Context: an optimization exercise on an open-source flow, tuned for small area. The choices shown serve that exercise and are no tape-out recipe.
The RTL was checked by simulation tests, not by an equivalence proof against the original design.
The clock input has no modelled driver; a real chip could not lean on it and would need a root buffer or a full tree.

== build 92 ==
## odd_detector
module odd_detector(
    input wire clk,
    input wire reset,
    input wire [7:0] integers,
    input wire [7:0] N,
    input wire latch_in,
    output wire [7:0] out_value,
    output wire ready
    );
export LEC_CHECK = 0
export CAP_MARGIN = 20
export CORE_MARGIN = 2
export CORE_UTILIZATION = 30
export SLEW_MARGIN = 40
create_clock -name core_clock -period 10.0 [get_ports {clk}]
standard.sh (not shown) runs the stock make flow with config.mk's settings and CLKGATE_MAP_FILE= SYNTH_SCRIPT=/design/flow/synth_recipe.tcl, a recipe that flattens the netlist after the stock synthesis.
==> flow/flow/run.sh <==
#!/bin/bash
# The standard layout (standard.sh) with these changes:
# - synthesis: ABC maps the logic with the area script in area.abc, and Yosys
#   does not extract half/full adders first (ADDER_MAP_FILE empty); the
#   flip-flops are mapped before either step, so they keep the standard
#   synthesis's cells and names;
# - every port gets the smallest buffer, sky130_fd_sc_hd__buf_1;
set -euo pipefail
work=$PWD
flow=$work/flow
export AREA_ABC_SCRIPT=$flow/area.abc
export FLOW_SYNTH_TCL=$work/synth_recipe.tcl
export BUFFER_PORTS_ARGS="-buffer_cell sky130_fd_sc_hd__buf_1"
export CLOCK_TREE_TCL=$flow/clock_tree.tcl
export POST_GLOBAL_PLACE_TCL=$flow/post_gpl.tcl
export PRE_CTS_TCL=$flow/pre_cts.tcl
export CLOCK_PORT_NAME=clk
export CLOCK_BUFFER_CELL=sky130_fd_sc_hd__buf_4
export CLOCK_BUFFER_BIG_CELL=sky130_fd_sc_hd__buf_6
export CLOCK_SLEW_TARGET_NS=0.112
sed -e "s#SYNTH_SCRIPT=[^ ]*#SYNTH_SCRIPT=$flow/synth.tcl ADDER_MAP_FILE=#" standard.sh > run_standard.sh
grep -q "SYNTH_SCRIPT=$flow/synth.tcl ADDER_MAP_FILE=" run_standard.sh
bash run_standard.sh > standard.log 2>&1
==> flow/flow/area.abc <==
strash
&get -n
&st
&dch -f
&nf -R 1000
&put
==> flow/flow/clock_tree.tcl <==

proc clock_tree_build {} {
  set block [ord::get_db_block]
  set clk_net [$block findNet $::env(CLOCK_PORT_NAME)]
  set master [[ord::get_db] findMaster $::env(CLOCK_BUFFER_CELL)]

  set sinks {}
  foreach iterm [$clk_net getITerms] {
    set loc [[$iterm getInst] getLocation]
    lappend sinks [list [lindex $loc 0] [lindex $loc 1] $iterm]
  }

  set groups {}
  foreach half [clock_tree_halves $sinks 0] {
    foreach quarter [clock_tree_halves $half 1] { lappend groups $quarter }
  }

  set k 0
  foreach group $groups {
    set buf [odb::dbInst_create $block $master clkbuf_leaf_$k]
    set net [odb::dbNet_create $block clknet_leaf_$k]
    $net setSigType CLOCK
    set sx 0
    set sy 0
    foreach sink $group {
      set sx [expr {$sx + [lindex $sink 0]}]
      set sy [expr {$sy + [lindex $sink 1]}]
      set iterm [lindex $sink 2]
      $iterm disconnect
      $iterm connect $net
    }
    [$buf findITerm A] connect $clk_net
    [$buf findITerm X] connect $net
    set n [llength $group]
    $buf setLocation [expr {$sx / $n}] [expr {$sy / $n}]
    $buf setPlacementStatus PLACED
    puts "clock tree: $::env(CLOCK_BUFFER_CELL) clkbuf_leaf_$k drives $n clock pins"
    incr k
  }
}

proc clock_tree_halves { items key } {
  set items [lsort -integer -index $key $items]
  set mid [expr {([llength $items] + 1) / 2}]
  return [list [lrange $items 0 [expr {$mid - 1}]] [lrange $items $mid end]]
}

proc clock_tree_size {} {
  set block [ord::get_db_block]
  set_propagated_clock [all_clocks]
  foreach iterm [[$block findNet $::env(CLOCK_PORT_NAME)] getITerms] {
    set inst [$iterm getInst]
    set pin [get_pins [$inst getName]/X]
    estimate_parasitics -placement
    set slew [get_property $pin slew_max_rise]
    puts "clock tree estimate: [$inst getName] [[$inst getMaster] getName] slew $slew"
    if { $slew > $::env(CLOCK_SLEW_TARGET_NS) } {
      $inst swapMaster [[ord::get_db] findMaster $::env(CLOCK_BUFFER_BIG_CELL)]
      estimate_parasitics -placement
      puts "clock tree estimate: [$inst getName] [[$inst getMaster] getName] slew [get_property $pin slew_max_rise]"
    }
  }
  unset_propagated_clock [all_clocks]
}

if { $::env(CLOCK_TREE_STEP) eq "build" } {
  clock_tree_build
  do_placement $global_placement_args
} else {
  clock_tree_size
  proc clock_tree_synthesis { args } {
    puts "clock_tree_synthesis skipped: the clock tree is already built"
  }
}
Other scripts of this flow, unchanged in this note and not shown: flow/flow/post_gpl.tcl, flow/flow/pre_cts.tcl, flow/flow/synth.tcl
As the logs show, build 92 stopped at global placement after a tool error, so it never reached the end of the flow.
Changes in build 69 relative to build 92:
-- flow/flow/run.sh --
<<< build 92, line 18
export CLOCK_BUFFER_CELL=sky130_fd_sc_hd__buf_4
export CLOCK_BUFFER_BIG_CELL=sky130_fd_sc_hd__buf_6
export CLOCK_SLEW_TARGET_NS=0.112
sed -e "s#SYNTH_SCRIPT=[^ ]*#SYNTH_SCRIPT=$flow/synth.tcl ADDER_MAP_FILE=#" standard.sh > run_standard.sh
grep -q "SYNTH_SCRIPT=$flow/synth.tcl ADDER_MAP_FILE=" run_standard.sh
>>> build 69, line 18
export CLOCK_BUFFER_CELL=sky130_fd_sc_hd__buf_4
export CLOCK_BUFFER_BIG_CELL=sky130_fd_sc_hd__buf_6
export CLOCK_SLEW_TARGET_NS=0.118
sed -e "s#SYNTH_SCRIPT=[^ ]*#SYNTH_SCRIPT=$flow/synth.tcl ADDER_MAP_FILE=#" standard.sh > run_standard.sh
grep -q "SYNTH_SCRIPT=$flow/synth.tcl ADDER_MAP_FILE=" run_standard.sh
==> flow/flow/area.abc <==
strash
&get -n
&st
&dc2
&dc2
&dch -f
&nf -R 1000
&put
strash
&get -n
&st
&dc2
&dc2
&dch -f
&nf -R 1000
&put
-- flow/flow/clock_tree.tcl --
<<< build 92, line 11
  }

  set groups {}
  foreach half [clock_tree_halves $sinks 0] {
    foreach quarter [clock_tree_halves $half 1] { lappend groups $quarter }
  }

>>> build 69, line 11
  }

  # split by x then y, or by y then x: whichever gives the groups the
  # smaller total bounding box half-perimeter
  set groups {}
  set best_hpwl -1
  foreach {first second} {0 1 1 0} {
    set candidate {}
    foreach half [clock_tree_halves $sinks $first] {
      foreach quarter [clock_tree_halves $half $second] { lappend candidate $quarter }
    }
    set hpwl 0
    foreach group $candidate { set hpwl [expr {$hpwl + [clock_tree_hpwl $group]}] }
    if { $best_hpwl < 0 || $hpwl < $best_hpwl } {
      set best_hpwl $hpwl
      set groups $candidate
    }
  }

<<< build 92, line 46
}

proc clock_tree_size {} {
  set block [ord::get_db_block]
>>> build 69, line 58
}

proc clock_tree_hpwl { group } {
  set xs [lsort -integer [lmap sink $group { lindex $sink 0 }]]
  set ys [lsort -integer [lmap sink $group { lindex $sink 1 }]]
  return [expr {[lindex $xs end] - [lindex $xs 0] + [lindex $ys end] - [lindex $ys 0]}]
}

proc clock_tree_size {} {
  set block [ord::get_db_block]
<<< build 92, line 66
if { $::env(CLOCK_TREE_STEP) eq "build" } {
  clock_tree_build
  do_placement $global_placement_args
} else {
  clock_tree_size
>>> build 69, line 84
if { $::env(CLOCK_TREE_STEP) eq "build" } {
  clock_tree_build
  estimate_parasitics -placement
  do_placement $::global_placement_args
  estimate_parasitics -placement
} else {
  clock_tree_size
-- flow/config.mk --
<<< build 92, line 9
export CORE_MARGIN = 2
export CORE_UTILIZATION = 30
export SLEW_MARGIN = 40
>>> build 69, line 9
export CORE_MARGIN = 2
export CORE_UTILIZATION = 30
export PLACE_DENSITY = 0.95
export SLEW_MARGIN = 40
### Flow results
Build 69 completed; timing, DRC and antenna clean. Share of the synthesized netlist area taken by xor and xnor gates: build 92 vs build 69 — no meaningful difference. Re floorplan row count: no difference whatsoever between build 92 and build 69. Taking build 92 as the reference, in build 69 starting density of the core level; synthesized area per cell moved up; simple-gate portion of the synthesized area moved down; number of enable flip-flop cells after synthesis level. Summary: with build 92 as the reference, die extent in x in build 69 moved down slightly. Summary: with build 92 as the reference, height of the die in build 69 moved down slightly. Taking build 92 as the reference, in build 69 synthesized cell count now smaller; synthesized area now smaller.
Input changes introduced in build 97 (baseline for comparison: build 69):
-- flow/flow/run.sh --
<<< build 69, line 18
export CLOCK_BUFFER_CELL=sky130_fd_sc_hd__buf_4
export CLOCK_BUFFER_BIG_CELL=sky130_fd_sc_hd__buf_6
export CLOCK_SLEW_TARGET_NS=0.118
sed -e "s#SYNTH_SCRIPT=[^ ]*#SYNTH_SCRIPT=$flow/synth.tcl ADDER_MAP_FILE=#" standard.sh > run_standard.sh
grep -q "SYNTH_SCRIPT=$flow/synth.tcl ADDER_MAP_FILE=" run_standard.sh
>>> build 97, line 18
export CLOCK_BUFFER_CELL=sky130_fd_sc_hd__buf_4
export CLOCK_BUFFER_BIG_CELL=sky130_fd_sc_hd__buf_6
export CLOCK_SLEW_TARGET_NS=0.112
sed -e "s#SYNTH_SCRIPT=[^ ]*#SYNTH_SCRIPT=$flow/synth.tcl ADDER_MAP_FILE=#" standard.sh > run_standard.sh
grep -q "SYNTH_SCRIPT=$flow/synth.tcl ADDER_MAP_FILE=" run_standard.sh
==> flow/flow/area.abc <==
strash
&get -n
&st
&dch -f
&nf -R 1000
&put
-- flow/flow/clock_tree.tcl --
<<< build 69, line 11
  }

  # split by x then y, or by y then x: whichever gives the groups the
  # smaller total bounding box half-perimeter
  set groups {}
  set best_hpwl -1
  foreach {first second} {0 1 1 0} {
    set candidate {}
    foreach half [clock_tree_halves $sinks $first] {
      foreach quarter [clock_tree_halves $half $second] { lappend candidate $quarter }
    }
    set hpwl 0
    foreach group $candidate { set hpwl [expr {$hpwl + [clock_tree_hpwl $group]}] }
    if { $best_hpwl < 0 || $hpwl < $best_hpwl } {
      set best_hpwl $hpwl
      set groups $candidate
    }
  }

>>> build 97, line 11
  }

  set groups {}
  foreach half [clock_tree_halves $sinks 0] {
    foreach quarter [clock_tree_halves $half 1] { lappend groups $quarter }
  }

<<< build 69, line 58
}

proc clock_tree_hpwl { group } {
  set xs [lsort -integer [lmap sink $group { lindex $sink 0 }]]
  set ys [lsort -integer [lmap sink $group { lindex $sink 1 }]]
  return [expr {[lindex $xs end] - [lindex $xs 0] + [lindex $ys end] - [lindex $ys 0]}]
}

proc clock_tree_size {} {
  set block [ord::get_db_block]
>>> build 97, line 46
}

proc clock_tree_size {} {
  set block [ord::get_db_block]
<<< build 69, line 84
if { $::env(CLOCK_TREE_STEP) eq "build" } {
  clock_tree_build
  estimate_parasitics -placement
  do_placement $::global_placement_args
  estimate_parasitics -placement
} else {
  clock_tree_size
>>> build 97, line 66
if { $::env(CLOCK_TREE_STEP) eq "build" } {
  clock_tree_build
  do_placement $::global_placement_args
} else {
  clock_tree_size
-- flow/config.mk --
<<< build 69, line 9
export CORE_MARGIN = 2
export CORE_UTILIZATION = 30
export PLACE_DENSITY = 0.95
export SLEW_MARGIN = 40
>>> build 97, line 9
export CORE_MARGIN = 2
export CORE_UTILIZATION = 30
export SLEW_MARGIN = 40
global placement: build 97 exited with error
Diff build 69 -> build 97 | chip height | up slightly
Post-synthesis simple-gate area fraction: build 97 higher than build 69
Build 69 → build 97: initial core utilization flat, post-synthesis instance area +0.64%, post-synthesis sequential element count level, sequential fraction of the synthesis area dropped 0.48 points.
Build 97 vs build 69 on synthesized cell count: build 97 is the higher one.
Input-level comparison between build 65 and build 97:
-- flow/flow/run.sh --
<<< build 97, line 18
export CLOCK_BUFFER_CELL=sky130_fd_sc_hd__buf_4
export CLOCK_BUFFER_BIG_CELL=sky130_fd_sc_hd__buf_6
export CLOCK_SLEW_TARGET_NS=0.112
sed -e "s#SYNTH_SCRIPT=[^ ]*#SYNTH_SCRIPT=$flow/synth.tcl ADDER_MAP_FILE=#" standard.sh > run_standard.sh
grep -q "SYNTH_SCRIPT=$flow/synth.tcl ADDER_MAP_FILE=" run_standard.sh
>>> build 65, line 18
export CLOCK_BUFFER_CELL=sky130_fd_sc_hd__buf_4
export CLOCK_BUFFER_BIG_CELL=sky130_fd_sc_hd__buf_6
export CLOCK_SLEW_TARGET_NS=0.118
sed -e "s#SYNTH_SCRIPT=[^ ]*#SYNTH_SCRIPT=$flow/synth.tcl ADDER_MAP_FILE=#" standard.sh > run_standard.sh
grep -q "SYNTH_SCRIPT=$flow/synth.tcl ADDER_MAP_FILE=" run_standard.sh
==> flow/flow/area.abc <==
strash
&get -n
&st
&dc2
&dc2
&dch -f
&nf -R 1000
&put
strash
&get -n
&st
&dc2
&dc2
&dch -f
&nf -R 1000
&put
-- flow/flow/clock_tree.tcl --
<<< build 97, line 11
  }

  set groups {}
  foreach half [clock_tree_halves $sinks 0] {
    foreach quarter [clock_tree_halves $half 1] { lappend groups $quarter }
  }

>>> build 65, line 11
  }

  # split by x then y, or by y then x: whichever gives the groups the
  # smaller total bounding box half-perimeter
  set groups {}
  set best_hpwl -1
  foreach {first second} {0 1 1 0} {
    set candidate {}
    foreach half [clock_tree_halves $sinks $first] {
      foreach quarter [clock_tree_halves $half $second] { lappend candidate $quarter }
    }
    set hpwl 0
    foreach group $candidate { set hpwl [expr {$hpwl + [clock_tree_hpwl $group]}] }
    if { $best_hpwl < 0 || $hpwl < $best_hpwl } {
      set best_hpwl $hpwl
      set groups $candidate
    }
  }

<<< build 97, line 46
}

proc clock_tree_size {} {
  set block [ord::get_db_block]
>>> build 65, line 58
}

proc clock_tree_hpwl { group } {
  set xs [lsort -integer [lmap sink $group { lindex $sink 0 }]]
  set ys [lsort -integer [lmap sink $group { lindex $sink 1 }]]
  return [expr {[lindex $xs end] - [lindex $xs 0] + [lindex $ys end] - [lindex $ys 0]}]
}

proc clock_tree_size {} {
  set block [ord::get_db_block]
<<< build 97, line 66
if { $::env(CLOCK_TREE_STEP) eq "build" } {
  clock_tree_build
  do_placement $::global_placement_args
} else {
  clock_tree_size
>>> build 65, line 84
if { $::env(CLOCK_TREE_STEP) eq "build" } {
  clock_tree_build
  estimate_parasitics -placement
  do_placement $::global_placement_args
  estimate_parasitics -placement
} else {
  clock_tree_size
-- flow/config.mk --
<<< build 97, line 8
export CAP_MARGIN = 20
export CORE_MARGIN = 2
export CORE_UTILIZATION = 30
export SLEW_MARGIN = 40
>>> build 65, line 8
export CAP_MARGIN = 20
export CORE_MARGIN = 2
export CORE_UTILIZATION = 35
export PLACE_DENSITY = 0.8
export SLEW_MARGIN = 40
## What came out
The flow did not stop early for build 65: all stages ran, and the layout cleared the timing, DRC and antenna checks. On net count after synthesis: between build 97 and build 65, it ends up higher for build 97. Comparing number of rows created at floorplan for build 97 and build 65, the smaller number came from build 65. Summary of build 65 over build 97: horizontal die dimension shrank by 5.2 um; area share of and/or/nand/nor cells after synthesis shrank by 1.2 points; synthesized cell count shrank by 2. Sequential share of the synthesized area ended up 0.48 points higher on build 65 than on build 97. Changes observed in build 65 relative to build 97: I/O pin count neither gained nor lost much, initial cell density of the core picked up an extra 5.7 points. Combined area of all synthesized cells (build 65 vs. build 97) decreases slightly. The run showing the greater share of the synthesized area in compound gates (AO/OA/AOI/OAI) is build 65.
--- input diff build 65..build 89 ---
-- flow/flow/run.sh --
<<< build 65, line 16
export PRE_CTS_TCL=$flow/pre_cts.tcl
export CLOCK_PORT_NAME=clk
export CLOCK_BUFFER_CELL=sky130_fd_sc_hd__buf_4
export CLOCK_BUFFER_BIG_CELL=sky130_fd_sc_hd__buf_6
>>> build 89, line 16
export PRE_CTS_TCL=$flow/pre_cts.tcl
export CLOCK_PORT_NAME=clk
export IO_CONSTRAINTS=$flow/io.tcl
export CLOCK_BUFFER_CELL=sky130_fd_sc_hd__buf_4
export CLOCK_BUFFER_BIG_CELL=sky130_fd_sc_hd__buf_6
==> flow/flow/io.tcl (new file) <==
# Keep every port together on the middle of one edge, so that the logic, and
# with it the flip-flops each clock buffer drives, is placed close together.
set io_pins {}
foreach port [concat [all_inputs] [all_outputs]] { lappend io_pins [get_name $port] }
set_io_pin_constraint -region bottom:30-45 -pin_names $io_pins
-- flow/config.mk --
<<< build 65, line 8
export CAP_MARGIN = 20
export CORE_MARGIN = 2
export CORE_UTILIZATION = 35
export PLACE_DENSITY = 0.8
export SLEW_MARGIN = 40
>>> build 89, line 8
export CAP_MARGIN = 20
export CORE_MARGIN = 2
export CORE_UTILIZATION = 30
export PLACE_DENSITY = 0.9
export SLEW_MARGIN = 40
==> comparison <==
As far as average footprint of a synthesized cell goes, build 89 and build 65 are indistinguishable; the numbers are identical.
On number of distinct library cell variants in the gate-level netlist after synthesis, build 65 and build 89 are neck and neck.
Flop and latch count out of synthesis across build 65 and build 89: no real change.
The share of synthesized cell area in and, or, nand and nor gates of build 89 and that of build 65 are within noise of each other.
Build 89 did not make it past I/O pin placement, where a tool error ended it.
Row count (build 65 / build 89): 0.917
Re post-synthesis async set-or-reset flop share: no difference whatsoever between build 89 and build 65.
Build 89 against build 65: number of enable flip-flop cells after synthesis held; effective utilization at floorplan saw a decrease; chip width increased 7.5%; fraction of the yosys area taken by sequential cells held; die outline height went up.
In build 69 and build 65 the design's own scripts or RTL, not TritonCTS, make the clock network.

afterwards: timing with drivers on the ports:
How much do the figures lean on ideal ports? The routed layouts below were timed once more, with nothing changed but the port constraints. Step 1 (the two cells are an assumption about what drives the block):
set clk [get_ports {clk}]
set_driving_cell -lib_cell sky130_fd_sc_hd__clkbuf_16 $clk
set_driving_cell -lib_cell sky130_fd_sc_hd__buf_2 [delete_from_list [all_inputs] $clk]
Step 2 times the ports against the registers' clock, not the clock port: input delays grow and output delays shrink by t, the midpoint of the rising clock arrivals with the driver on. Slacks: ideal ports / drivers / drivers and shift; pairs: ideal ports / drivers.
run | shift t [ns] | setup slack, ns | worst setup path at the end | slew at the worst register clock pin (ns) | worst data-port slew with drivers (ns)
build 69 | 0.181 | 5.954 / 5.914 / 6.095 | register to output | 0.11 / 0.11 | 0.03
build 65 | 0.176 | 5.995 / 5.959 / 6.135 | register to output | 0.11 / 0.11 | 0.03
After both steps every run listed still meets setup and hold.
